Source: an optimization exercise on an open RTL-to-GDS flow (aim: small area and a short achievable clock period). Production flows keep margins and buffers that such runs may drop.
The RTL was checked by simulation tests, not by an equivalence proof against the original design.
No activity file was given, so power comes from the tool's default toggle rates.

Setup of v21:
==> flow/design.v (excerpt) <==
module bcd_top (
  input  wire        clk,
  input  wire [15:0] bin_in,
  output reg  [18:0] bcd_out
);
  reg  [15:0] b_q;
  wire [18:0] p;
  binbcd16 u_conv (.B(b_q), .P(p));
  always @(posedge clk) begin
    b_q     <= bin_in;
    bcd_out <= p;
  end
endmodule
Size in the first run: about 460 cells after synthesis, ~35 flip-flops, about 36 I/O pins, about 2800 um^2 of cells after synthesis.
Settings: LEC_CHECK=0, CAP_MARGIN=20, CORE_MARGIN=2, CORE_UTILIZATION=65, CTS_BUF_LIST=sky130_fd_sc_hd__clkbuf_4, CTS_CLUSTER_SIZE=40, PLACE_DENSITY=0.75, SLEW_MARGIN=20; clock period 12.0 ns.
standard.sh (not shown) runs the stock make flow with config.mk's settings and CLKGATE_MAP_FILE= SYNTH_SCRIPT=/design/flow/synth_recipe.tcl, a recipe that flattens the netlist after the stock synthesis.
==> flow/flow/run.sh <==
#!/bin/bash
# Own layout flow: the standard ORFS flow, with these changes:
#  - synthesis maps the logic with flow/abc_area.script (area-oriented ABC
#    mapping) instead of ORFS's; everything else in synthesis is synth_recipe.tcl
#  - no half/full-adder extraction before ABC (ADDER_MAP_FILE empty)
#  - every port gets a $PORTBUF buffer
#  - placement/CTS/route timing repair aims at a setup margin of $MARGIN ns
set -uo pipefail
HERE=$(pwd)
source flow/params.sh
# scripts folder = ORFS scripts with our ABC script in place of abc_area.script
mkdir -p scripts_ovr
for f in "$FLOW_HOME"/scripts/*; do ln -sf "$f" scripts_ovr/; done
rm -f scripts_ovr/abc_area.script
cp flow/abc_area.script scripts_ovr/abc_area.script
{ echo "set ::env(SCRIPTS_DIR) $HERE/scripts_ovr"; cat synth_recipe.tcl; } > my_synth.tcl
bash standard.sh SYNTH_SCRIPT=$HERE/my_synth.tcl ADDER_MAP_FILE= ABC_AREA=1 ABC_CLOCK_PERIOD_IN_PS=$ABC_D synth > synth.log 2>&1 || { tail -50 synth.log; exit 1; }
bash standard.sh SETUP_SLACK_MARGIN=$MARGIN "BUFFER_PORTS_ARGS=-buffer_cell $PORTBUF" $EXTRA finish > finish.log 2>&1 || { tail -50 finish.log; exit 1; }
==> flow/flow/abc_area.script <==
strash
dc2
dch
map -D 2600
topo
stime -c
buffer -c
upsize -c
dnsize -c
==> flow/flow/params.sh <==
ABC_D=4000
MARGIN=8.4
EXTRA="SETUP_MOVE_SEQUENCE=sizeup,swap SKIP_GATE_CLONING=1 SKIP_LAST_GASP=1"
PORTBUF=sky130_fd_sc_hd__buf_1
v21 finished every step from synthesis to the final layout, and the layout passed the timing, design-rule and antenna checks.
Relative to v21, the following input files were edited for v2:
==> flow/flow/params.sh <==
ABC_D=4000
MARGIN=0
EXTRA=""
PORTBUF=sky130_fd_sc_hd__buf_1
-- flow/config.mk --
<<< v21, line 10
export CORE_UTILIZATION = 65
>>> v2, line 10
export CORE_UTILIZATION = 80
<<< v21, line 13
export PLACE_DENSITY = 0.75
>>> v2, line 13
export PLACE_DENSITY = 0.9
[summary]
v2: GPL-0301 in 3_3_place_gp -> run aborted. NOTE die outline width v21->v2 decreased by a little under 10%. Synthesized cell count: v2 vs v21 identical. For the starting utilization of the core area, v2 came in 15 points higher than v21 did. Sort v21 and v2 by number of placement rows asc -> top: v2. Compared with v21, in v2 number of primary I/O pins did not really move, die height lower.
[inputs] v9 vs v2
-- flow/config.mk --
<<< v2, line 10
export CORE_UTILIZATION = 80
>>> v9, line 10
export CORE_UTILIZATION = 65
<<< v2, line 13
export PLACE_DENSITY = 0.9
>>> v9, line 13
export PLACE_DENSITY = 0.75
Findings:
- Across v2 and v9, a clean result was obtained everywhere but in v2.
- What ended v2 was a tool error in 3_3_place_gp; the run never finished.
- In terms of post-synthesis async set-or-reset flop share, v2 and v9 differ only marginally.
- Reported for v2 and v9, area after synthesis turned out identical to the last digit.
- In terms of synthesized-area fraction occupied by ao, oa, aoi and oai cells, v2 and v9 differ only marginally.
- Diff v9..v2 | post-synthesis instance total | unchanged
- v9 vs v2: die extent in y up by more than 10%
- v9 vs. v2: cell row count now larger; number of distinct library cells after synthesis comparable; starting utilization of the core area now smaller; horizontal die dimension now larger.
### v9 -> v53
-- flow/flow/abc_area.script --
<<< v9, line 4
map -D 2600
>>> v53, line 4
map -D 2400
-- flow/flow/params.sh --
<<< v9, line 2
MARGIN=0
EXTRA=""
>>> v53, line 2
MARGIN=9.0
EXTRA="SKIP_INCREMENTAL_REPAIR=1"
Results
Measured against each other, v9 and v53 differ in synthesized area, the higher figure coming from v53. For v9 and v53, there was not a single run that failed to finish clean. Final routed wirelength across all metal layers in v53 vs v9: up 25%. Comparing sequential share of the synthesized area for v9 and v53, the bigger number came from v9. The shortest clock period the worst path allows after layout of v53 is lower than that of v9. v53 vs v9, largest net degree at the start of global routing went up by 1. On v53: worst-case setup slack after placement is 130 ps higher than what v9 gave. Higher fmax was reported by v53, not v9.


Starting RTL as in the previous note.
==> flow/config.mk <==
export PLATFORM = sky130hd
export DESIGN_NAME = bcd_top
export DESIGN_NICKNAME = bcd_top
export VERILOG_FILES = /design/flow/design.v
export SDC_FILE = /design/flow/constraint.sdc
export NUM_CORES = 4
export LEC_CHECK = 0
export CAP_MARGIN = 20
export CORE_MARGIN = 2
export CORE_UTILIZATION = 65
export CTS_BUF_LIST = sky130_fd_sc_hd__clkbuf_4
export CTS_CLUSTER_SIZE = 40
export PLACE_DENSITY = 0.75
export SLEW_MARGIN = 20
==> flow/constraint.sdc <==
create_clock -name core_clock -period 12.0 [get_ports {clk}]
set_input_delay 2.4000 -clock core_clock [delete_from_list [all_inputs] [get_ports {clk}]]
set_output_delay 2.4000 -clock core_clock [all_outputs]
set_load 0.01 [all_outputs]
==> flow/flow/abc_area.script <==
strash
dc2
dch
map -D 2400
topo
stime -c
buffer -c
upsize -c
dnsize -c
==> flow/flow/params.sh <==
ABC_D=4000
MARGIN=8.7
EXTRA="SKIP_INCREMENTAL_REPAIR=1"
PORTBUF=sky130_fd_sc_hd__buf_1
Scripts as last shown in full above: flow/flow/run.sh
Edit:
==> flow/flow/abc_area.script (replaced) <==
strash
dc2
dch
map -D 2400
topo
stime -c
upsize -c
dnsize -c
==> flow/flow/params.sh (replaced) <==
ABC_D=4000
MARGIN=0
EXTRA=""
PORTBUF=sky130_fd_sc_hd__buf_1
What happened:
- The new run finished with timing, DRC and antenna clean
- combinational power fell by a little under a tenth
- wire length falls by roughly a tenth
- register-to-register slack gets better by 0.02 ns
- global-route usage fell by 2.6 points
- power fell by a little under a tenth
- non-clock buffer count goes down by 9
- clock skew goes down by 0.0096 ns
- first-iteration DRC count rises by a few percent
- count of clock-buffer cells in the layout is unchanged
- area after synthesis rose slightly
Edit:
==> flow/flow/abc_area.script (replaced) <==
strash
dch
map -D 3000
topo
stime -c
buffer -c
upsize -c
dnsize -c
==> flow/flow/params.sh (replaced) <==
ABC_D=4000
MARGIN=8.6
EXTRA=""
PORTBUF=sky130_fd_sc_hd__buf_1
Settings changed: CORE_UTILIZATION 65 to 55, CTS_BUF_LIST sky130_fd_sc_hd__clkbuf_4 to default, CTS_CLUSTER_SIZE 40 to default, PLACE_DENSITY 0.75 to 0.7.
Result: The new run completed with no timing, DRC or antenna violations. Cell area goes up by about 30%. Critical path depth is higher by 3. Sequential cell count does not change.
Edit:
--- a/flow/flow/run.sh
+++ b/flow/flow/run.sh
@@ -16,3 +16,3 @@
 { echo "set ::env(SCRIPTS_DIR) $HERE/scripts_ovr"; cat synth_recipe.tcl; } > my_synth.tcl
-bash standard.sh SYNTH_SCRIPT=$HERE/my_synth.tcl ADDER_MAP_FILE= ABC_AREA=1 ABC_CLOCK_PERIOD_IN_PS=$ABC_D synth > synth.log 2>&1 || { tail -50 synth.log; exit 1; }
+bash standard.sh SYNTH_SCRIPT=$HERE/my_synth.tcl ADDER_MAP_FILE= ABC_AREA=1 ABC_CLOCK_PERIOD_IN_PS=$ABC_D $SYNTH_EXTRA synth > synth.log 2>&1 || { tail -50 synth.log; exit 1; }
 bash standard.sh SETUP_SLACK_MARGIN=$MARGIN "BUFFER_PORTS_ARGS=-buffer_cell $PORTBUF" $EXTRA finish > finish.log 2>&1 || { tail -50 finish.log; exit 1; }
==> flow/flow/abc_area.script (replaced) <==
strash
dc2
dch
map -D 2400
topo
stime -c
upsize -c
dnsize -c
==> flow/flow/params.sh (replaced) <==
ABC_D=4000
MARGIN=0
EXTRA=""
PORTBUF=sky130_fd_sc_hd__buf_1
SYNTH_EXTRA="ABC_DRIVER_CELL=sky130_fd_sc_hd__inv_1"
Settings changed: CORE_UTILIZATION 55 to 65, PLACE_DENSITY 0.7 to 0.75.
After rerunning: Die area decreases by a little under a tenth; total power decreases by a quarter to a third; clock power decreases by a few percent; utilization decreases by 9.9 points; count of clock-buffer cells in the layout decreases by 1; final cell count decreases by roughly a tenth; non-clock buffer count decreases by 40; hold slack gets worse by 0.0041 ns; global-route usage decreases by 1.4 points; clock skew decreases by 0.013 ns.
Edit:
--- a/flow/flow/run.sh
+++ b/flow/flow/run.sh
@@ -16,3 +16,3 @@
 { echo "set ::env(SCRIPTS_DIR) $HERE/scripts_ovr"; cat synth_recipe.tcl; } > my_synth.tcl
-bash standard.sh SYNTH_SCRIPT=$HERE/my_synth.tcl ADDER_MAP_FILE= ABC_AREA=1 ABC_CLOCK_PERIOD_IN_PS=$ABC_D $SYNTH_EXTRA synth > synth.log 2>&1 || { tail -50 synth.log; exit 1; }
+bash standard.sh SYNTH_SCRIPT=$HERE/my_synth.tcl ADDER_MAP_FILE= ABC_AREA=1 ABC_CLOCK_PERIOD_IN_PS=$ABC_D synth > synth.log 2>&1 || { tail -50 synth.log; exit 1; }
 bash standard.sh SETUP_SLACK_MARGIN=$MARGIN "BUFFER_PORTS_ARGS=-buffer_cell $PORTBUF" $EXTRA finish > finish.log 2>&1 || { tail -50 finish.log; exit 1; }
==> flow/flow/abc_area.script (replaced) <==
strash
dch
map -D 3000
topo
stime -c
buffer -c
upsize -c
dnsize -c
==> flow/flow/params.sh (replaced) <==
ABC_D=4000
MARGIN=8.2
EXTRA=""
PORTBUF=sky130_fd_sc_hd__buf_1
Settings changed: CORE_UTILIZATION 65 to 55, PLACE_DENSITY 0.75 to 0.7.
After rerunning: The changed run completed with no timing, DRC or antenna violations. First-iteration DRC count shrinks by 5.8%. Via count grows by 10%. Wire length grows by 26%. Utilization grows by 2.3 points.
Edit:
==> flow/flow/abc_area.script (replaced) <==
strash
dc2
dch
map -D 2400
topo
stime -c
buffer -c
upsize -c
dnsize -c
==> flow/flow/params.sh (replaced) <==
ABC_D=4000
MARGIN=0
EXTRA=""
PORTBUF=sky130_fd_sc_hd__buf_1
Settings changed: CORE_UTILIZATION 55 to 72, CTS_BUF_LIST from default to sky130_fd_sc_hd__clkbuf_4, CTS_CLUSTER_SIZE from default to 40, PLACE_DENSITY 0.7 to 0.85.
=> Die area came out lower by 21%; design area came out lower by 17%; synthesized area came out higher by 2.0%.

==> what the ideal ports hide <==
No port has a modelled driver above. Below, the same layouts with a new extraction and two added sets of constraints. Step 1 sets driving cells, clkbuf_16 on the clock port and buf_2 on the other inputs (assumed; they add their load-dependent delay and slew). Step 2 adds t to the input delays and takes it off the output delays; t is the mean of the earliest and latest rising clock arrival at the registers after step 1. Input paths then give back, and output paths get back, about the clock's delay inside the block. a / b / c = ideal / step 1 / step 2; a / b = the first two.
| run | t (ns) | slack for setup (ns) | worst hold slack (ns) |
|---|---|---|---|
| v21 | 0.379 | 8.185 / 8.185 / 8.185 | 0.343 / 0.343 / 0.343 |
| v9 | 0.363 | 8.295 / 8.295 / 8.295 | 0.340 / 0.340 / 0.340 |
| v53 | 0.372 | 8.573 / 8.573 / 8.573 | 0.341 / 0.341 / 0.341 |
| the first run of note 2 | 0.367 | 8.506 / 8.506 / 8.506 | 0.352 / 0.352 / 0.352 |
| the second run of note 2 | 0.376 | 8.531 / 8.531 / 8.531 | 0.345 / 0.345 / 0.345 |
| the third run of note 2 | 0.324 | 7.900 / 7.900 / 7.900 | 0.335 / 0.335 / 0.335 |
| the fourth run of note 2 | 0.325 | 8.540 / 8.540 / 8.540 | 0.331 / 0.331 / 0.331 |
| the fifth run of note 2 | 0.324 | 8.167 / 8.167 / 8.167 | 0.334 / 0.334 / 0.334 |
| the sixth run of note 2 | 0.371 | 8.336 / 8.336 / 8.336 | 0.349 / 0.349 / 0.349 |
After both steps setup and hold are still met in every run listed.
